Source: an optimization exercise on an open RTL-to-GDS flow (aim: small area, a short achievable clock period and few clock cycles per item). Production flows keep margins and buffers that such runs may drop. RTL that was checked went through simulation tests only; none was proved equivalent to the original. The RTL of run 2 was laid out without a check of its function.

## flow/design.v (module list and top-level ports; edited modules follow where they fit)
// module mm_part: 564 lines
// module mm_fa: 4 lines
// module mm_final: 23 lines
// module systolic_array_matrix_mul: 76 lines
module systolic_array_matrix_mul #(
    parameter N = 4,
    parameter DATA_WIDTH = 16
) (
    input  logic                            clk,
    input  logic                            reset,
    input  logic                            start,
    input  logic [N*N*DATA_WIDTH-1:0]       matrix_a,
    input  logic [N*N*DATA_WIDTH-1:0]       matrix_b,
    output logic [N*N*DATA_WIDTH-1:0]       matrix_c,
    output logic                            done
);
  // ...
==> flow/flow/run.sh <==
#!/bin/bash
# The standard layout (the standard.sh), with two changes:
# - the buffers that placement puts on every input and output port are buf_2
#   cells, which the resizer may then size, instead of the slow delay-buffer
#   cell buffer_ports picks by default;
# - before detailed routing, flow/pre_drt.tcl repairs antennas on the global
#   routes with a margin (see there).
# Each tool's output goes to a log in this folder.
set -euo pipefail
bash standard.sh BUFFER_PORTS_ARGS="-buffer_cell sky130_fd_sc_hd__buf_2" \
    PRE_DETAIL_ROUTE_TCL="$PWD/flow/pre_drt.tcl" > layout.log 2>&1
==> flow/flow/pre_drt.tcl <==
# Run before detailed routing: repair antennas once more on the global routes,
# with a 30% margin on the antenna ratios, so that the check after detailed
# routing finds none left and no second detailed route is needed.
repair_antennas -iterations 3 -ratio_margin 30
check_placement -verbose
==> flow/standard.sh <==
#!/bin/bash
# synth_recipe.tcl (not shown) runs the flow's synth.tcl, then flattens the netlist and writes it again
# the make line also repeats each setting of config.mk as NAME=value (left out here)
make -C /OpenROAD-flow-scripts/flow DESIGN_CONFIG=/design/flow/config.mk WORK_HOME=/design/flow/orfs CLKGATE_MAP_FILE= SYNTH_SCRIPT=/design/flow/synth_recipe.tcl "${@:-finish}"
==> flow/config.mk <==
export PLATFORM = sky130hd
export DESIGN_NAME = systolic_array_matrix_mul
export DESIGN_NICKNAME = systolic_array_matrix_mul
export VERILOG_FILES = /design/flow/design.v
export SDC_FILE = /design/flow/constraint.sdc
export NUM_CORES = 4
export LEC_CHECK = 0
export CAP_MARGIN = 20
export CORE_MARGIN = 2
export CORE_UTILIZATION = 28
export PLACE_DENSITY = 0.4
export SETUP_SLACK_MARGIN = 3.5
export SLEW_MARGIN = 20
export SYNTH_HIERARCHICAL = 1
==> flow/constraint.sdc <==
create_clock -name core_clock -period 9.0 [get_ports {clk}]
set_input_delay 1.8000 -clock core_clock [delete_from_list [all_inputs] [get_ports {clk}]]
set_output_delay 1.8000 -clock core_clock [all_outputs]
set_load 0.01 [all_outputs]
==> impl.org, run 1 <==
** Placed design
- Placed standard-cell area :: about 190000 um2
- Buffers placed on the I/O ports in this run total 771.
- Setup Slack @ Placement :: 1.31 ns
- Weighted congestion reported at the end of routability-driven placement :: ~1.1

** Logic synthesis
- Simple-gate share of the synthesized area :: about 3.4%
- Leading cell type by number of instances after synthesis :: sky130_fd_sc_hd__a222oi_1
- Most used flip-flop cell after synthesis :: sky130_fd_sc_hd__dfxtp_1
- Synthesized cell area :: ~170000 um2
- Most area-hungry cell type in the Yosys netlist :: sky130_fd_sc_hd__fa_1
- Total of flip-flops plus latches after synthesis :: between 700 and 800
- By area, the combinational part of the netlist is dominated by adder cells.
- Synthesis handed over a netlist of around 15000 instances.

** Floorplanning
- During I/O placement, the number of pins put on the boundary was a little under 800.
- The initial utilization of the core area, before any placement, comes to between 20% and 30%.

** Global routing
- The first global-routing pass estimated 2080 mm of wire.
- Overall routing resource usage :: between 50% and 60%
- The layer flagged by global routing as most heavily used is met2.
- Aggregate global routing overflow :: 0

** Outcome
- The flow stopped in 5_2_route.
- First error in the log :: [ERROR GRT-0232] Routing congestion too high. Check the congestion heatmap in the GUI.
- The run stopped with a tool error.

** Clock network
- H-tree depth :: 3
- Clock buffers created by TritonCTS :: ~120
- Gates resized during post-CTS repair numbered ~1300.

** STA
- Worst endpoint pin kind :: output port
Testbench counts, summed over its fixed seeds: cycles 328, items 320.
==> module systolic_array_matrix_mul, before the edit <==
module systolic_array_matrix_mul #(
    parameter N = 4,
    parameter DATA_WIDTH = 16
) (
    input  logic                            clk,
    input  logic                            reset,
    input  logic                            start,
    input  logic [N*N*DATA_WIDTH-1:0]       matrix_a,
    input  logic [N*N*DATA_WIDTH-1:0]       matrix_b,
    output logic [N*N*DATA_WIDTH-1:0]       matrix_c,
    output logic                            done
);
    logic [7:0] s1 [16];
    logic [7:0] s2 [16];
    logic [7:0] s3 [16];
    logic [15:0] b3 [16];
    genvar e, d;
    generate
        for (e = 0; e < 16; e++) begin : enc
            wire [15:0] ae = matrix_a[e*16 +: 16];
            wire [15:0] be = matrix_b[e*16 +: 16];
            assign b3[e] = be + {be[14:0], 1'b0};
            for (d = 0; d < 8; d++) begin : dig
                assign s1[e][d] = ~ae[2*d+1] &  ae[2*d];
                assign s2[e][d] =  ae[2*d+1] & ~ae[2*d];
                assign s3[e][d] =  ae[2*d+1] &  ae[2*d];
            end
        end
    endgenerate
    logic [48:0] cs   [16];
    logic [48:0] cs_q [16];
    genvar r, c;
    generate
        for (r = 0; r < 4; r++) begin : row
            for (c = 0; c < 4; c++) begin : col
                mm_part u_part (
                    .s10(s1[r*4+0]),
                    .s20(s2[r*4+0]),
                    .s30(s3[r*4+0]),
                    .t0(b3[0*4+c]),
                    .b0(matrix_b[(0*4+c)*16 +: 16]),
                    .s11(s1[r*4+1]),
                    .s21(s2[r*4+1]),
                    .s31(s3[r*4+1]),
                    .t1(b3[1*4+c]),
                    .b1(matrix_b[(1*4+c)*16 +: 16]),
                    .s12(s1[r*4+2]),
                    .s22(s2[r*4+2]),
                    .s32(s3[r*4+2]),
                    .t2(b3[2*4+c]),
                    .b2(matrix_b[(2*4+c)*16 +: 16]),
                    .s13(s1[r*4+3]),
                    .s23(s2[r*4+3]),
                    .s33(s3[r*4+3]),
                    .t3(b3[3*4+c]),
                    .b3(matrix_b[(3*4+c)*16 +: 16]),
                    .s(cs[r*4+c])
                );
                mm_final u_final (
                    .s(cs_q[r*4+c]),
                    .y(matrix_c[(r*4+c)*16 +: 16])
                );
            end
        end
    endgenerate
    always_ff @(posedge clk) begin
        for (int i = 0; i < 16; i++)
            cs_q[i] <= cs[i];
    end
    always_ff @(posedge clk or posedge reset) begin
        if (reset)
            done <= 1'b0;
        else
            done <= start;
    end
endmodule
==> run 2: changes to the inputs <==
==> flow/design.v (replaced) <==
`timescale 1ns / 1ps
module systolic_array_matrix_mul #(
    parameter N = 4,             
    parameter DATA_WIDTH = 16    
) (
    input  logic                            clk,
    input  logic                            reset,
    input  logic                            start,
    input  logic [N*N*DATA_WIDTH-1:0]       matrix_a,  
    input  logic [N*N*DATA_WIDTH-1:0]       matrix_b,  
    output logic [N*N*DATA_WIDTH-1:0]       matrix_c,  
    output logic                            done
);
    logic [DATA_WIDTH-1:0] a_in [N];        
    logic [DATA_WIDTH-1:0] b_in [N];        
    logic [DATA_WIDTH-1:0] a_flow [N][N];   
    logic [DATA_WIDTH-1:0] b_flow [N][N];   
    logic [DATA_WIDTH-1:0] c_partial [N][N];  
    typedef enum logic [1:0] {IDLE, COMPUTE, DONE} state_t;
    state_t state;
    logic [$clog2(3*N)-1:0] cycle_count;
    logic clear;
    assign clear = (state == IDLE) && start;
    genvar i, j;
    generate
        for (i = 0; i < N; i++) begin : row_gen
            for (j = 0; j < N; j++) begin : col_gen
                pe #(
                    .DATA_WIDTH(DATA_WIDTH)
                ) pe_inst (
                    .clk(clk),
                    .reset(reset),
                    .clear(clear),
                    .a_in( j == 0 ? a_in[i] : a_flow[i][j-1] ),
                    .b_in( i == 0 ? b_in[j] : b_flow[i-1][j] ),
                    .a_out(a_flow[i][j]),
                    .b_out(b_flow[i][j]),
                    .c_out(c_partial[i][j])
                );
            end
        end
    endgenerate
    always_ff @(posedge clk or posedge reset) begin
        if (reset) begin
            state <= IDLE;
            cycle_count <= 0;
            done <= 0;
            matrix_c <= 0;
        end else begin
            done <= 0;
            case (state)
                IDLE: begin
                    cycle_count <= 0;
                    if (start) state <= COMPUTE;
                end
                COMPUTE: begin
                    cycle_count <= cycle_count + 1;
                    if (cycle_count == 3*N - 3) state <= DONE;
                end
                DONE: begin
                    for (int r = 0; r < N; r++) begin
                        for (int c = 0; c < N; c++) begin
                            matrix_c[(r*N+c)*DATA_WIDTH +: DATA_WIDTH] <= c_partial[r][c];
                        end
                    end
                    done <= 1;
                    state <= IDLE;
                end
                default: state <= IDLE;
            endcase
        end
    end
    always_comb begin
        for (int i = 0; i < N; i++) begin
            a_in[i] = 0;
            for (int k = 0; k < N; k++)
                if (state == COMPUTE && cycle_count == i + k)
                    a_in[i] = matrix_a[(i*N+k)*DATA_WIDTH +: DATA_WIDTH];
        end
        for (int j = 0; j < N; j++) begin
            b_in[j] = 0;
            for (int k = 0; k < N; k++)
                if (state == COMPUTE && cycle_count == j + k)
                    b_in[j] = matrix_b[(k*N+j)*DATA_WIDTH +: DATA_WIDTH];
        end
    end
endmodule
module pe #(
    parameter DATA_WIDTH = 16
) (
    input  logic                  clk,
    input  logic                  reset,
    input  logic                  clear,    
    input  logic [DATA_WIDTH-1:0] a_in,     
    input  logic [DATA_WIDTH-1:0] b_in,     
    output logic [DATA_WIDTH-1:0] a_out,    
    output logic [DATA_WIDTH-1:0] b_out,    
    output logic [DATA_WIDTH-1:0] c_out     
);
    logic [DATA_WIDTH-1:0] c_reg;
    always_ff @(posedge clk or posedge reset) begin
        if (reset) begin
            c_reg <= 0;
            a_out <= 0;
            b_out <= 0;
        end else begin
            if (clear)
                c_reg <= 0;
            else
                c_reg <= c_reg + (a_in * b_in);  
            a_out <= a_in;                   
            b_out <= b_in;                   
        end
    end
    assign c_out = c_reg;
endmodule
==> flow/run.sh (new file) <==
#!/bin/bash
# synth_recipe.tcl (not shown) runs the flow's synth.tcl, then flattens the netlist and writes it again
# the make line also repeats each setting of config.mk as NAME=value (left out here)
make -C /OpenROAD-flow-scripts/flow DESIGN_CONFIG=/design/flow/config.mk WORK_HOME=/design/flow/orfs CLKGATE_MAP_FILE= SYNTH_SCRIPT=/design/flow/synth_recipe.tcl finish
--- a/flow/config.mk
+++ b/flow/config.mk
@@ -7,8 +7,6 @@
 export LEC_CHECK = 0
 export CAP_MARGIN = 20
 export CORE_MARGIN = 2
-export CORE_UTILIZATION = 28
-export PLACE_DENSITY = 0.4
-export SETUP_SLACK_MARGIN = 3.5
+export CORE_UTILIZATION = 40
+export PLACE_DENSITY = 0.6
 export SLEW_MARGIN = 20
-export SYNTH_HIERARCHICAL = 1
removed: flow/flow/run.sh
removed: flow/flow/pre_drt.tcl
removed: flow/standard.sh
==> run 2 against run 1 <==
  * Global-route usage down 24 points
  * Synthesized area down 41%
  * Synthesized cell count down 31%
  * Now clean on timing, DRC and antenna
==> impl.org, run 2 <==
** Detailed routing
- In this run the remaining antenna-violating nets after routing total 0.
- Drt first-iter violations :: approximately 4300
- Remaining routing DRC violations :: 0
- Router iterations before antenna repair :: 7
- Total Wirelength :: roughly 340 mm
- Using the TritonRoute via totals, the vias-per-cell ratio works out to around 5.
- For this block, the via count after detailed routing is between 70000 and 80000.
- Dividing the detail-routed wire length by the instance count gives ~23 um.

** STA
- Final cycle utilization of the critical path :: between 90% and 100%
- In the final timing run, aggregate negative setup slack is 0 ns.
- Transition time of the tightest slew-check pin :: ~1.2 ns
- Pins Over Slew Limit :: 0
- The worst path needs 8.63 ns of the cycle, external delays included.
- Setup violations remaining at the end of the flow were counted as 0.
- Setup repair after global routing left no endpoint under its margin.
- Headroom to the max-slew limit came out at between 10% and 20%.
- Final hold violation count :: 0
- Across the routed clock network, the largest skew measured is 0.0688 ns.
- Derived from the worst setup path, the maximum achievable clock frequency is about 120 MHz.

** Global routing
- Aggregate global routing overflow :: 0 (unchanged)
- Vias in the first global route :: 81567 (was 199057)
- The wire length of the first global-routing pass was 514 mm (was 2080 mm).
- The all-layer global routing usage is 26.9% (was 51.3%).
- Number of antenna violations at the first check in global routing :: 32 (was 398)
- The maximum number of pins on one net before global-route repair was 136 (was 68).

** Critical path
- STA classifies the critical path startpoint as a flop.
- The setup path with the least slack is of type flop to flop.
- For the worst setup path, the data required time is 9.69 ns.
- FF-to-FF setup slack :: 0.37 ns
- Data arrives at the worst endpoint at between 9 and 10 ns.
- Crit path max fanout :: 20
- Kind of end point of the critical path :: flop

** Clock network
- The number of levels in the clock H-tree is 3 (unchanged).
- The maximum root-to-sink buffer count came to 3 (was 4).
- After clock tree synthesis, the clock-pin slew on the worst setup and hold paths is roughly 0.070 ns.
- The number of gates resized after CTS is 0 (was 1269).
- Clock buffers created by TritonCTS :: 113 (was 117)
- Clk root buf :: sky130_fd_sc_hd__clkbuf_16 (unchanged)
- Num Clock Sinks :: 903 (was 785)
- # Post-CTS Setup Buffers :: 0 (was 495)
- The number of buffers added to fix hold violations after cts came to 0 (unchanged).
- Worst-skew pair later-pin latency :: 0.83 ns
- CTS tree :: built

** Floorplanning
- Top-level I/O count :: 772 (unchanged)
- Die ar. :: ~250000 um2
- Row Count :: 183 (was 286)
- The core region is approximately 250000 um2.
- Height of the die :: 505 um (was 784 um)
- Die Span X :: 505 um (was 784 um)
- The initial standard-cell utilization of the core was 40.3% (was 28.1%).

** Logic synthesis
- Most used standard cells in the synthesized netlist :: 2424 x sky130_fd_sc_hd__inv_1, 1504 x sky130_fd_sc_hd__fa_1, 1478 x sky130_fd_sc_hd__nand2_1 (was 4096 x sky130_fd_sc_hd__a222oi_1, 3456 x sky130_fd_sc_hd__fa_1, 1506 x sky130_fd_sc_hd__clkbuf_1)
- Synth warnings :: 9 (was 18)
- Total of flip-flops plus latches after synthesis :: 903 (was 785)
- Most used flip-flop cell after synthesis :: sky130_fd_sc_hd__dfrtp_1 (was sky130_fd_sc_hd__dfxtp_1)
- Unique masters post-synth :: 83 (was 67)
- The gate count after technology mapping was 10431 (was 15054).
- Synthesized cell area :: 100000 um2 (was 170000 um2)
- Number of flops mapped to enable cells by yosys :: 0 (unchanged)
- Register area share after synthesis :: 22.5% (was 9.22%)
- The library cell with the highest instance count after synthesis is sky130_fd_sc_hd__inv_1 (was sky130_fd_sc_hd__a222oi_1).
- Post-synth ARST share :: 100% (was 0.127%)
- Mean instance size in the synthesized netlist :: 9.61 um2 (was 11.3 um2)
- The biggest area consumer among synthesized cells is sky130_fd_sc_hd__fa_1 (unchanged).
- The area fraction of the dominant cell type after synthesis is 30.0% (was 40.6%).
- Most area-consuming cells after synthesis: sky130_fd_sc_hd__fa_1 30%, sky130_fd_sc_hd__dfrtp_1 23%, sky130_fd_sc_hd__ha_1 10% (was sky130_fd_sc_hd__fa_1 41%, sky130_fd_sc_hd__a222oi_1 24%, sky130_fd_sc_hd__dfxtp_1 9.2%).

** Finish
- Non-filler cells in the finished layout :: between 10000 and 15000
- Layout cell share with drive strength beyond 1 :: between 6 and 7%
- Layout-stage area growth over the synthesis result :: 16.4%
- Final cell area excluding filler cells :: approximately 120000 um2
- Most frequent cells in the layout :: 2423 x sky130_fd_sc_hd__inv_1, 1504 x sky130_fd_sc_hd__fa_1, 1475 x sky130_fd_sc_hd__nand2_1
- In the final design database the tool counted between 10000 and 15000 nets.
- Most frequent standard cell in the layout excluding fill and tap cells :: sky130_fd_sc_hd__inv_1
- At the end of the flow the core is filled with cells to 46.9%.

** Placed design
- The placer's final routability congestion estimate was 0.987 (was 1.10).
- Placed standard-cell area :: 113000 um2 (was 190000 um2)
- The detailed-placement wirelength estimate came to 276 mm (was 1040 mm).
- Number of placed instances with taps included :: 14345 (was 22719)
- The count of buffers from port buffering is 771 (unchanged).

** Job
- Across the run, the number of max-cap violations was 0.

** Min path
- Worst hold path class :: flop to flop

** Outcome
- Status: timing/DRC/antenna clean (was aborted with a tool error).
==> run 2: changes by cell type after synthesis, moves of 257 or more <==
cell,change
sky130_fd_sc_hd__a222oi_1,-4091
sky130_fd_sc_hd__inv_1,+2206
sky130_fd_sc_hd__fa_1,-1952
sky130_fd_sc_hd__nand2_1,+1248
sky130_fd_sc_hd__clkbuf_1,-1201
sky130_fd_sc_hd__dfrtp_1,+902
sky130_fd_sc_hd__buf_4,-798
sky130_fd_sc_hd__dfxtp_1,-784
sky130_fd_sc_hd__and2_1,+619
sky130_fd_sc_hd__xnor2_1,-510
sky130_fd_sc_hd__a22oi_1,-506
sky130_fd_sc_hd__ha_1,+436
sky130_fd_sc_hd__mux2_2,+257
==> run 2: path summary, 6_finish.rpt <==
check,startpoint,cells after the start,to
setup / recovery,cycle_count[0],25,row_gen[3].col_gen[0].pe_inst.c_reg[15]
hold / removal,row_gen[3].col_gen[0].pe_inst.a_out[15],0,row_gen[3].col_gen[1].pe_inst.a_out[15]
setup reg to reg,cycle_count[0],25,row_gen[3].col_gen[0].pe_inst.c_reg[15]
hold reg to reg,row_gen[3].col_gen[0].pe_inst.a_out[15],0,row_gen[3].col_gen[1].pe_inst.a_out[15]
max in group asynchronous,reset,4,cycle_count[3]
min in group asynchronous,reset,3,matrix_c[122]
==> run 2: cells by family (layout without fill, tap and decap cells) <==
logic type | after synthesis | count (layout) | share of synthesized area [%]
mux | 261 | 261 | 2.93
buf+inv | 2811 | 3605 | 10.6
xor+xnor | 638 | 638 | 5.93
fa+ha+maj | 2340 | 2340 | 40.5
other cells | 0 | 26 | 0
flops | 903 | 903 | 22.5
simple gates | 2894 | 2894 | 13.4
compound gates | 584 | 584 | 4.12
==> run 2: worst max-delay path, cell delays in order, from the launching register on <==
cell and delay, ns:
sky130_fd_sc_hd__dfrtp_1 0.44, sky130_fd_sc_hd__inv_1 0.11, sky130_fd_sc_hd__ha_1 0.50, sky130_fd_sc_hd__clkinv_1 0.24, sky130_fd_sc_hd__nor2_4 0.53, sky130_fd_sc_hd__buf_4 0.38
sky130_fd_sc_hd__a221oi_1 0.14, sky130_fd_sc_hd__o21ai_0 0.98, sky130_fd_sc_hd__nand2_1 0.22, sky130_fd_sc_hd__fa_1 0.55, sky130_fd_sc_hd__fa_1 0.46, sky130_fd_sc_hd__fa_1 0.54
sky130_fd_sc_hd__inv_1 0.05, sky130_fd_sc_hd__fa_1 0.53, sky130_fd_sc_hd__inv_1 0.05, sky130_fd_sc_hd__fa_1 0.45, sky130_fd_sc_hd__fa_1 0.40, sky130_fd_sc_hd__xnor2_1 0.20
sky130_fd_sc_hd__xnor2_1 0.15, sky130_fd_sc_hd__xnor2_1 0.15, sky130_fd_sc_hd__xnor2_1 0.16, sky130_fd_sc_hd__xnor3_1 0.44, sky130_fd_sc_hd__xnor3_1 0.35, sky130_fd_sc_hd__xnor3_1 0.22
sky130_fd_sc_hd__xor2_1 0.15, sky130_fd_sc_hd__nor2_1 0.06
==> run 2: layer usage <==
metal / routed length [um] / track usage (%) / part of all wire, %
met2: 166000 / 46.4 / 49
met4: 20300 / 14.1 / 6.0
met3: 18600 / 3.81 / 5.5
met5: 75 / 0 / 0.022
met1: 132000 / 32.7 / 39
==> run 2: layout make-up <==
class / instances / area [um2]
fillers: 23491 / 132000
clock buffers: 134 / 3020
clock inverters: 76 / 1090
well taps: 3330 / 4170
multi-input cells: 6717 / 67300
repair buffers: 966 / 9360
diodes: 26 / 65.1
flip-flops and latches: 903 / 22600
inverters: 2429 / 9120
==> run 2: through the flow <==
step | hold WS [ns] | setup slack [ns]
after floorplan | 0.352 | -5.22
after global placement | 0.365 | 0.275
after detailed placement | 0.369 | 0.354
after CTS | 0.378 | 0.475
after global routing | 0.385 | 0.0468
final | 0.372 | 0.369
==> run 3: changes to the inputs <==
==> flow/design.v (replaced) <==
`timescale 1ns / 1ps
module systolic_array_matrix_mul #(
    parameter N = 4,
    parameter DATA_WIDTH = 16
) (
    input  logic                            clk,
    input  logic                            reset,
    input  logic                            start,
    input  logic [N*N*DATA_WIDTH-1:0]       matrix_a,
    input  logic [N*N*DATA_WIDTH-1:0]       matrix_b,
    output logic [N*N*DATA_WIDTH-1:0]       matrix_c,
    output logic                            done
);
    logic       busy;
    logic [1:0] k;           
    logic [DATA_WIDTH-1:0] a_sel [N];
    logic [DATA_WIDTH-1:0] b_sel [N];
    always_comb begin
        for (int i = 0; i < N; i++) begin
            a_sel[i] = matrix_a[(i*N+k)*DATA_WIDTH +: DATA_WIDTH];
            b_sel[i] = matrix_b[(k*N+i)*DATA_WIDTH +: DATA_WIDTH];
        end
    end
    always_ff @(posedge clk or posedge reset) begin
        if (reset) begin
            busy <= 1'b0;
            k    <= 2'd0;
            done <= 1'b0;
        end else begin
            done <= busy && (k == 2'd3);
            if (!busy) begin
                if (start) begin
                    busy <= 1'b1;
                    k    <= 2'd1;
                end else begin
                    k    <= 2'd0;
                end
            end else begin
                k <= k + 2'd1;
                if (k == 2'd3) begin
                    busy <= 1'b0;
                    k    <= 2'd0;
                end
            end
        end
    end
    always_ff @(posedge clk) begin
        for (int r = 0; r < N; r++)
            for (int c = 0; c < N; c++)
                if (!busy)
                    matrix_c[(r*N+c)*DATA_WIDTH +: DATA_WIDTH] <= a_sel[r] * b_sel[c];
                else
                    matrix_c[(r*N+c)*DATA_WIDTH +: DATA_WIDTH] <=
                        matrix_c[(r*N+c)*DATA_WIDTH +: DATA_WIDTH] + a_sel[r] * b_sel[c];
    end
endmodule
==> run 3 against run 2 <==
  * Still clean
  * Synthesized cell count shrank 4.4%
  * Clock skew shrank 0.044 ns
==> impl.org, run 3 <==
** Min path
- The hold path depth came to 3 (was 0).
- The worst hold path class is flop to flop (unchanged).

** Critical path
- The critical path endpoint category was a flop (unchanged).
- Kind of launch point of the worst setup path :: input port (was flop)
- The depth of the most critical reg-to-reg path is 27 (was 25).
- The worst setup path category is input port to flop (was flop to flop).
- The data arrival time of the critical path came to 9.29 ns (was 9.32 ns).
- Data required time of the critical path :: 9.58 ns (was 9.69 ns)
- Crit path max fanout :: 6 (was 20)

** Clock network
- The register clock-pin slew on the reported worst setup and hold paths came to 0.05 ns (was 0.07 ns).
- Longest Clk Path Bufs :: 3 (unchanged)
- The number of post-CTS setup repair buffers is 0 (unchanged).
- Clock buffers created by TritonCTS :: 40 (was 113)
- The clock insertion delay at the later pin of the skew report was 0.67 ns (was 0.83 ns).
- The number of gates resized after CTS is 0 (unchanged).
- H-tree depth :: 2 (was 3)
- Clk root buf :: sky130_fd_sc_hd__clkbuf_16 (unchanged)
- The number of sinks handled by clock tree synthesis came to 260 (was 903).
- The CTS tree was built (unchanged).
- CTS Hold Buffers Added :: 0 (unchanged)

** Logic synthesis
- The area fraction of the dominant cell type after synthesis was 31.2% (was 30.0%).
- The most instantiated flip-flop cell in the synthesis netlist was sky130_fd_sc_hd__dfxtp_1 (was sky130_fd_sc_hd__dfrtp_1).
- The number of enable flip-flop cells after synthesis was 0 (unchanged).
- Most area-consuming cells after synthesis: sky130_fd_sc_hd__fa_1 31%, sky130_fd_sc_hd__ha_1 16%, sky130_fd_sc_hd__inv_1 8.6% (was sky130_fd_sc_hd__fa_1 30%, sky130_fd_sc_hd__dfrtp_1 23%, sky130_fd_sc_hd__ha_1 10%).
- Leading cell type by number of instances after synthesis :: sky130_fd_sc_hd__inv_1 (unchanged)
- Most used standard cells in the synthesized netlist :: 1901 x sky130_fd_sc_hd__inv_1, 1591 x sky130_fd_sc_hd__nor2_1, 1296 x sky130_fd_sc_hd__fa_1 (was 2424 x sky130_fd_sc_hd__inv_1, 1504 x sky130_fd_sc_hd__fa_1, 1478 x sky130_fd_sc_hd__nand2_1)
- Synth warnings :: 3 (was 9)
- Synthesized cell area :: 83300 um2 (was 100000 um2)
- Synthesized netlist cell count :: 9968 (was 10431)
- Post-synth ARST share :: 1.54% (was 100%)
- The biggest area consumer among synthesized cells is sky130_fd_sc_hd__fa_1 (unchanged).
- The mean instance size in the synthesized netlist came to 8.35 um2 (was 9.61 um2).
- Total of flip-flops plus latches after synthesis :: 260 (was 903)
- The count of different cell masters after synthesis came to 62 (was 83).
- The sequential cell area fraction in the yosys report is 6.28% (was 22.5%).

** STA
- Final cycle utilization of the critical path :: 96.7% (was 95.9%)
- Clock period minus final worst setup slack :: 8.71 ns (was 8.63 ns)
- Final hold violation count :: 0 (unchanged)
- Accumulated negative setup slack :: 0 ns (unchanged)
- Worst max-slew margin expressed relative to the limit :: 24.1% (was 17.5%)
- Pins Over Slew Limit :: 0 (unchanged)
- Post-Route Hold Slack :: 0.595 ns (was 0.372 ns)
- The slew at the pin closest to its max-slew limit is 1.11 ns (was 1.23 ns).
- RSZ-0062 raised after global routing :: no (unchanged)
- Setup slack of the critical path after layout :: 0.293 ns (was 0.369 ns)
- The total setup violations reported at the end of the flow came to 0 (unchanged).
- The post-route clock skew came to 0.0250 ns (was 0.0688 ns).
- Max Fclk :: 115 MHz (was 116 MHz)

** Placed design
- The count of buffers from port buffering is 771 (unchanged).
- The placer's final routability congestion estimate was 0.967 (was 0.987).
- Setup Slack @ Placement :: -0.268 ns (was 0.354 ns)
- The post-placement cell count is 14084 (was 14345).
- Post-DP HPWL :: 285 mm (was 276 mm)
- Placed standard-cell area :: 102000 um2 (was 113000 um2)

** Floorplanning
- The number of standard-cell rows in the floorplan came to 167 (was 183).
- Core box area :: 207000 um2 (was 249000 um2)
- Starting utilization of the core area :: 40.2% (was 40.3%)
- Height of the die :: 460 um (was 505 um)
- Die Span X :: 460 um (was 505 um)
- Die ar. :: 212000 um2 (was 255000 um2)
- The number of top-level pins was 772 (unchanged).

** Finish
- Multi-input logic area :: 69200 um2 (was 67300 um2)
- The utilization after layout is 49.8% (was 46.9%).
- Net count reported at finish :: 14190 (was 13985)
- Sequential cell area in the final layout :: 5240 um2 (was 22600 um2)
- The leading cell type in the layout, fill and taps excluded is sky130_fd_sc_hd__inv_1 (unchanged).
- Max FFs per register :: around 260
- Register with the highest flop count :: matrix_c
- The share of final-layout standard cells stronger than drive strength 1 came to 12.2% (was 6.51%).
- Final cell area excluding filler cells :: 103000 um2 (was 117000 um2)
- The number of standard cells in the layout, taps in and fillers out is 14174 (was 14581).
- Most frequent cells in the layout :: 1901 x sky130_fd_sc_hd__inv_1, 1591 x sky130_fd_sc_hd__nor2_1, 1296 x sky130_fd_sc_hd__fa_1 (was 2423 x sky130_fd_sc_hd__inv_1, 1504 x sky130_fd_sc_hd__fa_1, 1475 x sky130_fd_sc_hd__nand2_1)
- The number of filler instances in the final layout is 19770 (was 23491).
- Layout-stage area growth over the synthesis result :: 24.0% (was 16.4%)

** Detailed routing
- The DRC violation count after routing was 0 (unchanged).
- The number of vias in the routed layout was 73492 (was 73179).
- Via count normalized by instance count :: 5.18 (was 5.02)
- The total iterations of the first detailed-routing run is 5 (was 7).
- The number of routed nets with antenna violations came to 0 (unchanged).
- Total Wirelength :: 345 mm (was 337 mm)
- The number of design-rule violations left by the first detailed-router iteration is 5325 (was 4337).
- Average wire length per cell after detail routing :: 24.3 um (was 23.1 um)

** Global routing
- Overall routing resource usage :: 32.7% (was 26.9%)
- Vias in the first global route :: 77956 (was 81567)
- Number of antenna violations at the first check in global routing :: 23 (was 32)
- Largest net degree at the start of global routing :: 84 (was 136)
- Aggregate global routing overflow :: 0 (unchanged)
- The wire length of the first global-routing pass was 509 mm (was 514 mm).

** Job
- Max-cap violation count :: 0 (unchanged)

** Outcome
- Status: timing/DRC/antenna clean (unchanged).
-- run 3: cell types whose count changed after synthesis, moves of 82 or more --
cell | previous run | this run
sky130_fd_sc_hd__xnor2_1 | 467 | 724
sky130_fd_sc_hd__ha_1 | 836 | 1041
sky130_fd_sc_hd__nor2b_1 | 117 | 26
sky130_fd_sc_hd__o21ai_0 | 73 | 155
sky130_fd_sc_hd__dfxtp_1 | 0 | 256
sky130_fd_sc_hd__nor2_1 | 367 | 1591
sky130_fd_sc_hd__nand2_1 | 1478 | 899
sky130_fd_sc_hd__and2_1 | 750 | 75
sky130_fd_sc_hd__inv_1 | 2424 | 1901
sky130_fd_sc_hd__a21oi_1 | 128 | 308
sky130_fd_sc_hd__dfrtp_1 | 903 | 4
sky130_fd_sc_hd__a21o_1 | 33 | 116
sky130_fd_sc_hd__mux2i_1 | 4 | 258
sky130_fd_sc_hd__fa_1 | 1504 | 1296
-- run 3: layout make-up --
type / count / area share, %
clock inverter: 18 / 0.205
sequential: 260 / 5.07
antenna: 19 / 0.0461
clock buffer: 53 / 1.10
tap: 2788 / 3.38
timing repair buffer: 1768 / 16.2
inverter: 1902 / 6.92
multi-input combinational: 7366 / 67.1
-- run 3: logic make-up (layout without fill, tap and decap cells) --
group                      count (synthesis)  in the layout  synth area share [%]
muxes                                    523            523                  7.10
and+or+nand+nor                         2777           2777                  13.3
buffers and inverters                   2342           3741                  10.9
DFF                                      260            260                  6.28
other                                      0             19                     0
AOI/OAI and AO/OA                        875            875                  6.64
xor gates and xnor gates                 854            854                  8.98
adders and majority gates               2337           2337                  46.8
-- run 3: final timing paths --
check,end,slack [ns],start
max reg2reg,matrix_c[175],0.72,k[1]
max in group asynchronous,k[1],7.51,reset
min in group asynchronous,busy,1.32,reset
max,matrix_c[175],0.29,matrix_a[178]
min reg2reg,matrix_c[64],0.59,matrix_c[64]
min,matrix_c[64],0.59,matrix_c[64]
-- run 3: layer usage --
layer | up-vias | GRT usage (%) | wire [um]
li1 | 33348 | - | -
met1 | 36652 | 41.2 | 138000
met2 | 2792 | 53.0 | 157000
met3 | 686 | 5.73 | 26200
met4 | 14 | 18.3 | 23200
met5 | - | 0 | 101
-- run 3: critical path: stages --
cell,delay (ns)
sky130_fd_sc_hd__clkdlybuf4s50_1,0.46
sky130_fd_sc_hd__mux2i_1,0.12
sky130_fd_sc_hd__buf_12,0.19
sky130_fd_sc_hd__mux2i_2,0.68
sky130_fd_sc_hd__nand2_1,0.18
sky130_fd_sc_hd__fa_1,0.57
sky130_fd_sc_hd__inv_1,0.13
sky130_fd_sc_hd__fa_1,0.44
sky130_fd_sc_hd__ha_1,0.20
sky130_fd_sc_hd__fa_1,0.47
sky130_fd_sc_hd__inv_1,0.05
sky130_fd_sc_hd__fa_1,0.48
sky130_fd_sc_hd__fa_1,0.50
sky130_fd_sc_hd__inv_1,0.05
sky130_fd_sc_hd__ha_1,0.28
sky130_fd_sc_hd__nor2b_1,0.13
sky130_fd_sc_hd__o21a_1,0.18
sky130_fd_sc_hd__o31a_1,0.25
sky130_fd_sc_hd__nor2_1,0.12
sky130_fd_sc_hd__xnor2_1,0.16
sky130_fd_sc_hd__ha_1,0.28
sky130_fd_sc_hd__a21o_1,0.21
sky130_fd_sc_hd__or4_1,0.50
sky130_fd_sc_hd__a31o_2,0.26
sky130_fd_sc_hd__a21oi_1,0.19
sky130_fd_sc_hd__mux2i_1,0.24
sky130_fd_sc_hd__xnor2_1,0.13
Testbench counts of run 3, summed over its fixed seeds: cycles 1,288, items 320.
==> run 4: changes to the inputs <==
==> flow/flow/run.sh (new file) <==
#!/bin/bash
# The standard layout (the standard.sh), with one change: the buffers that
# placement puts on every input and output port are buf_2 cells, which the
# resizer may then size, instead of the slow delay-buffer cell buffer_ports
# picks by default.  Each tool's output goes to a log in this folder.
set -euo pipefail
bash standard.sh BUFFER_PORTS_ARGS="-buffer_cell sky130_fd_sc_hd__buf_2" > layout.log 2>&1
==> flow/standard.sh (new file) <==
#!/bin/bash
# synth_recipe.tcl (not shown) runs the flow's synth.tcl, then flattens the netlist and writes it again
# the make line also repeats each setting of config.mk as NAME=value (left out here)
make -C /OpenROAD-flow-scripts/flow DESIGN_CONFIG=/design/flow/config.mk WORK_HOME=/design/flow/orfs CLKGATE_MAP_FILE= SYNTH_SCRIPT=/design/flow/synth_recipe.tcl "${@:-finish}"
removed: flow/run.sh
==> run 4 against run 3 <==
  * Still clean
  * Global-route usage down 0.30 points
  * Final cell count down 3.2%
  * Critical path depth up 1
  * Register-to-register slack worse by 0.32 ns
  * Critical path type is now flop to flop
==> impl.org, run 4 <==
** Logic synthesis
- Mean instance size in the synthesized netlist :: 8.35 um2 (unchanged)
- Most used flip-flop cell after synthesis :: sky130_fd_sc_hd__dfxtp_1 (unchanged)
- The area fraction of the dominant cell type after synthesis is 31.2% (unchanged).
- Number of flops mapped to enable cells by yosys :: 0 (unchanged)
- The biggest area consumer among synthesized cells is sky130_fd_sc_hd__fa_1 (unchanged).
- Post-synth ARST share :: 1.54% (unchanged)
- Synth warnings :: 3 (unchanged)
- Most area-consuming cells after synthesis: sky130_fd_sc_hd__fa_1 31%, sky130_fd_sc_hd__ha_1 16%, sky130_fd_sc_hd__inv_1 8.6% (unchanged).
- Total of flip-flops plus latches after synthesis :: 260 (unchanged)
- The combined area of all synthesized cells is 83300 um2 (unchanged).
- Synthesized netlist cell count :: 9968 (unchanged)
- The sequential cell area fraction in the yosys report was 6.28% (unchanged).
- Unique masters post-synth :: 62 (unchanged)
- The library cell with the highest instance count after synthesis is sky130_fd_sc_hd__inv_1 (unchanged).
- Most used standard cells in the synthesized netlist: 1901 x sky130_fd_sc_hd__inv_1, 1591 x sky130_fd_sc_hd__nor2_1, 1296 x sky130_fd_sc_hd__fa_1 (unchanged).

** STA
- Pins Over Slew Limit :: 0 (unchanged)
- Max Fclk :: 116 MHz (was 115 MHz)
- Final cycle utilization of the critical path :: 95.6% (was 96.7%)
- RSZ-0062 raised after global routing: no (unchanged).
- The total setup violations reported at the end of the flow is 0 (unchanged).
- The final period demand of the worst path was 8.60 ns (was 8.71 ns).
- The relative max-transition margin is 19.1% (was 24.1%).
- The final-report hold violation count is 0 (unchanged).
- Largest clock skew in the final design :: 0.0289 ns (was 0.0250 ns)
- Transition time of the tightest slew-check pin :: 1.18 ns (was 1.11 ns)
- The sum of negative setup slack is 0 ns (unchanged).

** Global routing
- The number of global-route vias before repair is 75940 (was 77956).
- The met1 track demand over resource came to 40.8% (was 41.2%).
- The maximum number of pins on one net before global-route repair was 66 (was 84).
- The all-layer global routing usage came to 32.4% (was 32.7%).
- GR Layer Usage met3 :: 6.50% (was 5.73%)
- Aggregate global routing overflow :: 0 (unchanged)
- The global routing usage on met2 is 51.0% (was 53.0%).
- Number of antenna violations at the first check in global routing :: 20 (was 23)
- The wire length of the first global-routing pass came to 502 mm (was 509 mm).
- The global-route layer with the greatest usage is met2 (unchanged).

** Finish
- The utilization after layout was 45.9% (was 49.8%).
- Filler cell count in the final layout :: 20526 (was 19770)
- The area added between synthesis and finish is 14.2% (was 24.0%).
- The total number of nets in the final design was 13724 (was 14190).
- Most frequent cells in the layout: 1901 x sky130_fd_sc_hd__inv_1, 1591 x sky130_fd_sc_hd__nor2_1, 1296 x sky130_fd_sc_hd__fa_1 (unchanged).
- The leading cell type in the layout, fill and taps excluded is sky130_fd_sc_hd__inv_1 (unchanged).
- The number of flip-flops in the largest register came to 256 (unchanged).
- Final cell area excluding filler cells :: 95100 um2 (was 103000 um2)
- Register with the highest flop count :: matrix_c (unchanged)
- Layout cell share with drive strength beyond 1 :: 15.5% (was 12.2%)

** Critical path
- The data arrival time of the critical path was 9.14 ns (was 9.29 ns).
- Cell repeated most along the worst path :: sky130_fd_sc_hd__fa_1 (unchanged)
- Timing startpoint of the critical path :: k[1] (was matrix_a[178])
- Crit path max fanout :: 33 (was 6)
- Maximum cell stage delay along the critical path :: 0.88 ns (was 0.68 ns)
- The critical path endpoint category is a flop (unchanged).
- The worst setup path category was flop to flop (was input port to flop).
- FF-to-FF setup slack :: 0.40 ns (was 0.72 ns)
- The worst flop-to-flop path endpoint is matrix_c[223] (was matrix_c[175]).
- Data required time of the critical path :: 9.53 ns (was 9.58 ns)
- The capturing element of the worst setup path is matrix_c[223] (was matrix_c[175]).
- The startpoint of the worst register-to-register path is k[1] (unchanged).
- Cell with the largest stage delay on the worst path :: sky130_fd_sc_hd__dfrtp_4 (was sky130_fd_sc_hd__mux2i_2)
- The kind of start point of the critical path is a flop (was input port).
- The depth of the most critical reg-to-reg path is 28 (was 27).

** Floorplanning
- Core box area :: 207000 um2 (unchanged)
- Die ar. :: 212000 um2 (unchanged)
- Height of the die :: 460 um (unchanged)
- The number of standard-cell rows in the floorplan is 167 (unchanged).
- Top-level I/O count :: 772 (unchanged)
- Starting utilization of the core area :: 40.2% (unchanged)
- The die extent in x came to 460 um (unchanged).

** Placed design
- Placed standard-cell area :: 93700 um2 (was 102000 um2)
- The detailed-placement wirelength estimate came to 279 mm (was 285 mm).
- Weighted congestion reported at the end of routability-driven placement :: 1.00 (was 0.967)
- Input/output buffers :: 771 (unchanged)

** Job
- Max-cap violation count :: 0 (unchanged)

** Detailed routing
- The number of routed nets with antenna violations came to 0 (unchanged).
- The via density per instance is 5.27 (was 5.18).
- The DRC violation count after routing is 0 (unchanged).
- The post-detailed-routing wire length was 343 mm (was 345 mm).
- Vias :: 72343 (was 73492)
- The number of design-rule violations left by the first detailed-router iteration came to 5241 (was 5325).
- The total iterations of the first detailed-routing run came to 6 (was 5).
- Average wire length per cell after detail routing :: 25.0 um (was 24.3 um)

** Clock network
- # Post-CTS Setup Buffers :: 0 (unchanged)
- The register clock-pin slew on the reported worst setup and hold paths came to 0.06 ns (was 0.05 ns).
- Post-cts sizing count :: 0 (unchanged)
- Clock buffers created by TritonCTS :: 40 (unchanged)
- The number of sinks handled by clock tree synthesis came to 260 (unchanged).
- H-tree depth :: 2 (unchanged)
- The number of buffers added to fix hold violations after cts came to 0 (unchanged).
- Clk root buf :: sky130_fd_sc_hd__clkbuf_16 (unchanged)
- Worst-skew pair later-pin latency :: 0.66 ns (was 0.67 ns)
- Longest Clk Path Bufs :: 3 (unchanged)
- CTS tree :: built (unchanged)

** Min path
- The worst hold path class is flop to flop (unchanged).

** Outcome
- Status :: timing/DRC/antenna clean (unchanged)
==> run 4: through the flow <==
step | setup WS [ns] | cells | hold slack, ns
finish | 0.396 | 13722 | 0.583
global route | 0.0890 | 13717 | 0.619
CTS | 0.462 | 13688 | 0.586
detailed placement | -0.0978 | 13617 | 0.570
global placement | -0.0878 | 13616 | 0.561
floorplan | 0.543 | 9968 | 0.605
==> run 4: worst max-delay path, delay by kind of cell (launching register included) <==
kind                       cells  cell delay, ns
DFF                            1            0.88
AOI/OAI and AO/OA              5            0.93
muxes                          2            1.12
and+or+nand+nor                4            0.28
xor gates and xnor gates       3            0.55
buffers and inverters          6            0.98
adders and majority gates      8            3.59
==> run 4: cell families after synthesis <==
kind of cell	Yosys count	synth area share, %
and+or+nand+nor	2777	13.3
buffers and inverters	2342	10.9
adders and majority gates	2337	46.8
AOI/OAI and AO/OA	875	6.64
xor gates and xnor gates	854	8.98
muxes	523	7.10
DFF	260	6.28
==> run 4: per-layer routing <==
metal | vias up | wire length (um)
met5 | - | 41
met4 | 6 | 25800
met3 | 744 | 27900
met2 | 3021 | 152000
met1 | 36142 | 137000
li1 | 32430 | -
==> run 4: worst min-delay path by stage <==
stage / from / end / depth (start not counted)
3_5_place_dp: matrix_c[32] / matrix_c[32] / 3
5_1_grt: matrix_c[32] / matrix_c[32] / 3
6_report: matrix_c[32] / matrix_c[32] / 3
2_1_floorplan: k[0] / k[1] / 2
3_3_place_gp: matrix_c[32] / matrix_c[32] / 3
4_1_cts: matrix_c[32] / matrix_c[32] / 3
==> run 4: final cells by class <==
class | count | area (um2) | area share (%)
multi-input combinational | 7366 | 69200 | 72.8
sequential | 260 | 5240 | 5.51
clock buffer | 60 | 1200 | 1.26
clock inverter | 11 | 149 | 0.157
antenna | 33 | 82.6 | 0.0868
timing repair buffer | 1302 | 8610 | 9.05
inverter | 1902 | 7140 | 7.51
tap | 2788 | 3490 | 3.67
==> run 5: changes to the inputs <==
--- a/flow/config.mk
+++ b/flow/config.mk
@@ -9,4 +9,5 @@
 export CORE_MARGIN = 2
 export CORE_UTILIZATION = 40
 export PLACE_DENSITY = 0.6
+export SETUP_SLACK_MARGIN = 1.5
 export SLEW_MARGIN = 20
==> run 5 against run 4 <==
  * Synthesized cell count is the same
  * Final cell count rose by 3.5%
  * Register-to-register slack improved by 0.80 ns
  * Wire length up 6.4%
  * Critical endpoint is now matrix_c[159]
==> impl.org, run 5 <==
** Outcome
- Status: timing/DRC/antenna clean (unchanged).

** Placed design
- The placer's final routability congestion estimate came to 1.01 (was 1.00).
- The post-placement cell count was 13534 (was 13617).
- Post-DP HPWL :: 268 mm (was 279 mm)
- The standard cell area after detailed placement is 94300 um2 (was 93700 um2).
- Input/output buffers :: 771 (unchanged)

** Critical path
- Critical path type :: input port to flop (was flop to flop)
- The critical path endpoint category was a flop (unchanged).
- Worst R2R Start :: k[1] (unchanged)
- The worst flop-to-flop path endpoint is matrix_c[159] (was matrix_c[223]).
- Worst path arrival time :: 8.43 ns (was 9.14 ns)
- The peak fanout along the critical path was 6 (was 33).
- Critical path capture point :: matrix_c[159] (was matrix_c[223])
- The worst setup slack for register-to-register paths came to 1.20 ns (was 0.40 ns).
- The kind of start point of the critical path is an input port (was flop).
- The data required time of the worst path was 9.52 ns (was 9.53 ns).
- Timing startpoint of the critical path :: matrix_b[22] (was k[1])
- Number of cells traversed by the worst register-to-register path :: 29 (was 28)

** Detailed routing
- The post-detailed-routing wire length came to 365 mm (was 343 mm).
- Via count normalized by instance count :: 5.39 (was 5.27)
- Drt first-iter violations :: 6848 (was 5241)
- The total iterations of the first detailed-routing run came to 6 (unchanged).
- Final ANT Viol Nets :: 0 (unchanged)
- The number of vias in the routed layout came to 76557 (was 72343).
- Average wire length per cell after detail routing :: 25.7 um (was 25.0 um)
- Remaining routing DRC violations :: 0 (unchanged)

** Logic synthesis
- Register area share after synthesis :: 6.28% (unchanged)
- Total of flip-flops plus latches after synthesis :: 260 (unchanged)
- The mean instance size in the synthesized netlist was 8.35 um2 (unchanged).
- The area fraction of the dominant cell type after synthesis came to 31.2% (unchanged).
- The gate count after technology mapping was 9968 (unchanged).
- Most area-consuming cells after synthesis: sky130_fd_sc_hd__fa_1 31%, sky130_fd_sc_hd__ha_1 16%, sky130_fd_sc_hd__inv_1 8.6% (unchanged).
- Most area-hungry cell type in the Yosys netlist :: sky130_fd_sc_hd__fa_1 (unchanged)
- The number of enable flip-flop cells after synthesis came to 0 (unchanged).
- Synth warnings :: 3 (unchanged)
- The share of async-settable or async-resettable flops after synthesis was 1.54% (unchanged).
- Most used flip-flop cell after synthesis :: sky130_fd_sc_hd__dfxtp_1 (unchanged)
- The library cell with the highest instance count after synthesis is sky130_fd_sc_hd__inv_1 (unchanged).
- Unique masters post-synth :: 62 (unchanged)
- The combined area of all synthesized cells is 83300 um2 (unchanged).
- Most used standard cells in the synthesized netlist: 1901 x sky130_fd_sc_hd__inv_1, 1591 x sky130_fd_sc_hd__nor2_1, 1296 x sky130_fd_sc_hd__fa_1 (unchanged).

** Finish
- The total number of nets in the final design came to 14211 (was 13724).
- Register with the highest flop count :: matrix_c (unchanged)
- Filler cell count in the final layout :: 19189 (was 20526)
- The utilization after layout is 51.3% (was 45.9%).
- Max FFs per register :: 256 (unchanged)
- Most frequent standard cell in the layout excluding fill and tap cells :: sky130_fd_sc_hd__inv_1 (unchanged)
- The area added between synthesis and finish was 27.6% (was 14.2%).
- Final cell area excluding filler cells :: 106000 um2 (was 95100 um2)
- The number of standard cells in the layout, taps in and fillers out came to 14198 (was 13722).
- Most frequent cells in the layout: 1828 x sky130_fd_sc_hd__inv_1, 1447 x sky130_fd_sc_hd__nor2_1, 1249 x sky130_fd_sc_hd__fa_1 (was 1901 x sky130_fd_sc_hd__inv_1, 1591 x sky130_fd_sc_hd__nor2_1, 1296 x sky130_fd_sc_hd__fa_1).
- Layout cell share with drive strength beyond 1 :: 26.0% (was 15.5%)

** Clock network
- Worst-skew pair later-pin latency :: 0.66 ns (about the same)
- The number of buffers added to fix hold violations after cts was 0 (unchanged).
- Clk slew on worst S/H paths :: 0.06 ns (about the same)
- Num Clock Sinks :: 260 (unchanged)
- The maximum root-to-sink buffer count is 3 (unchanged).
- The CTS buffer count is 39 (was 40).
- H-tree depth :: 2 (unchanged)
- The clock root buffer is sky130_fd_sc_hd__clkbuf_16 (unchanged).
- The CTS tree is built (unchanged).

** STA
- Post-Route Hold Slack :: 0.573 ns (was 0.583 ns)
- Number of setup violations in the final report :: 0 (unchanged)
- The number of slew-limit violations in the final report was 0 (unchanged).
- Final hold violation count :: 0 (unchanged)
- Final cycle utilization of the critical path :: 87.9% (was 95.6%)
- The post-route clock skew was 0.0310 ns (was 0.0289 ns).
- The final period demand of the worst path was 7.91 ns (was 8.60 ns).
- The maximum operating frequency came to 126 MHz (was 116 MHz).
- The relative max-transition margin is 15.5% (was 19.1%).
- RSZ-0062 raised after global routing :: yes (was no)
- The slew at the pin closest to its max-slew limit came to 1.23 ns (was 1.18 ns).

** Global routing
- Aggregate global routing overflow :: 0 (unchanged)
- The number of global-route vias before repair is 78268 (was 75940).
- Number of antenna violations at the first check in global routing :: 27 (was 20)
- The global-route layer with the greatest usage was met2 (unchanged).
- Overall routing resource usage :: 33.5% (was 32.4%)
- The wire length of the first global-routing pass was 518 mm (was 502 mm).
- Met1 track demand over resource :: 40.9% (was 40.8%)
- Largest net degree at the start of global routing :: 70 (was 66)
- The met3 global-route usage is 9.33% (was 6.50%).
- Met2 track demand over resource in global routing :: 51.1% (was 51.0%)

** Min path
- Worst hold path class :: flop to flop (unchanged)
- The hold path depth was 3 (unchanged).
- The launch point of the worst hold path is matrix_c[64] (was matrix_c[32]).

** Floorplanning
- The number of top-level pins is 772 (unchanged).
- Die Span X :: 460 um (unchanged)
- Height of the die :: 460 um (unchanged)
- The initial standard-cell utilization of the core came to 40.2% (unchanged).
- The number of standard-cell rows in the floorplan is 167 (unchanged).
- Core box area :: 207000 um2 (unchanged)
- Die ar. :: 212000 um2 (unchanged)

** Job
- Max-cap violation count :: 0 (unchanged)
## run 5: cell counts after synthesis
Identical to the previous run, type by type.
## run 5: how the worst min path moves through the flow
| stage | slack (ns) | to |
|---|---|---|
| after floorplan | 0.61 | k[1] |
| after global placement | 0.56 | matrix_c[80] |
| after detailed placement | 0.56 | matrix_c[64] |
| after CTS | 0.58 | matrix_c[64] |
| after global routing | 0.59 | matrix_c[64] |
| final | 0.57 | matrix_c[64] |
## run 5: critical path, stage by stage
cell and delay (ns):
sky130_fd_sc_hd__buf_2 0.11, sky130_fd_sc_hd__mux2i_2 0.18, sky130_fd_sc_hd__mux2_4 0.34, sky130_fd_sc_hd__buf_4 0.18
sky130_fd_sc_hd__nor2_1 0.06, sky130_fd_sc_hd__fa_1 0.54, sky130_fd_sc_hd__inv_1 0.05, sky130_fd_sc_hd__fa_1 0.50
sky130_fd_sc_hd__fa_1 0.45, sky130_fd_sc_hd__fa_1 0.50, sky130_fd_sc_hd__inv_1 0.05, sky130_fd_sc_hd__fa_1 0.48
sky130_fd_sc_hd__inv_1 0.05, sky130_fd_sc_hd__fa_1 0.50, sky130_fd_sc_hd__inv_2 0.05, sky130_fd_sc_hd__ha_4 0.26
sky130_fd_sc_hd__o21a_1 0.12, sky130_fd_sc_hd__o31a_1 0.15, sky130_fd_sc_hd__nor2_1 0.06, sky130_fd_sc_hd__xnor2_1 0.24
sky130_fd_sc_hd__ha_1 0.29, sky130_fd_sc_hd__a21o_1 0.20, sky130_fd_sc_hd__or4_4 0.43, sky130_fd_sc_hd__a31o_2 0.22
sky130_fd_sc_hd__a21oi_2 0.15, sky130_fd_sc_hd__mux2i_2 0.30, sky130_fd_sc_hd__xnor2_1 0.12
## run 5: metrics by stage
stage	TNS, ns	worst slack, ns
detailed placement	-0.0358	-0.0358
CTS	0	1.22
floorplan	0	1.00
global route	0	0.971
global placement	-0.00670	-0.00670
finish	0	1.09
## run 5: layout make-up
class	instances	area (um2)	area share [%]
clock buffers	58	1200	1.13
inverters	1902	7140	6.72
well taps	2788	3490	3.28
flip-flops and latches	260	5240	4.93
diodes	24	60.1	0.0565
repair buffers	1777	14600	13.7
clock inverters	10	105	0.0989
multi-input cells	7379	74500	70.1
## run 5: kinds of logic after synthesis
| group | Yosys count | synth area share, % |
|---|---|---|
| xor+xnor | 854 | 8.98 |
| simple gates | 2777 | 13.3 |
| compound gates | 875 | 6.64 |
| fa+ha+maj | 2337 | 46.8 |
| flops | 260 | 6.28 |
| buf+inv | 2342 | 10.9 |
| mux | 523 | 7.10 |
## run 5: metal layers
| metal | part of all wire [%] | vias up |
|---|---|---|
| li1 | - | 33449 |
| met1 | 37 | 37804 |
| met2 | 43 | 4069 |
| met3 | 11 | 1209 |
| met4 | 9.1 | 26 |
| met5 | 0.071 | - |
## run 5: repair_timing
action,4_1_cts,5_1_grt
gates cloned,26,5
endpoints found under the setup margin,81,71
pin swaps,227,429
setup buffers,371,170
resized for setup,413,576

## port drivers added, routing unchanged
How much do the figures lean on ideal ports? The routed layouts below were timed once more, with nothing changed but the port constraints. Step 1 (the two cells are an assumption about what drives the block):
set clk [get_ports {clk}]
set_driving_cell -lib_cell sky130_fd_sc_hd__clkbuf_16 $clk
set_driving_cell -lib_cell sky130_fd_sc_hd__buf_2 [delete_from_list [all_inputs] $clk]
Step 2 moves the port delays by t, midway between the first and last clock arrival at a register: inputs arrive t later, outputs are due t later. That takes back most of the time a late clock gives input paths. a / b / c = no drivers / after step 1 / after step 2; a / b = the first two.
run | t, ns | setup slack, ns | latest minus earliest clock arrival (ns)
run 2 | 0.889 | 0.369 / 0.369 / 0.201 | 0.077 / 0.077
run 3 | 0.752 | 0.293 / 0.367 / -0.386 | 0.029 / 0.029
run 4 | 0.749 | 0.396 / 0.396 / -0.153 | 0.030 / 0.030
run 5 | 0.746 | 1.087 / 1.047 / 0.301 | 0.034 / 0.033
With both steps, setup timing fails in run 3 and run 4, where it was met with ideal ports. The setup slack of run 5, which loses most, moves by -0.040 ns with the drivers and by -0.786 ns with both steps.
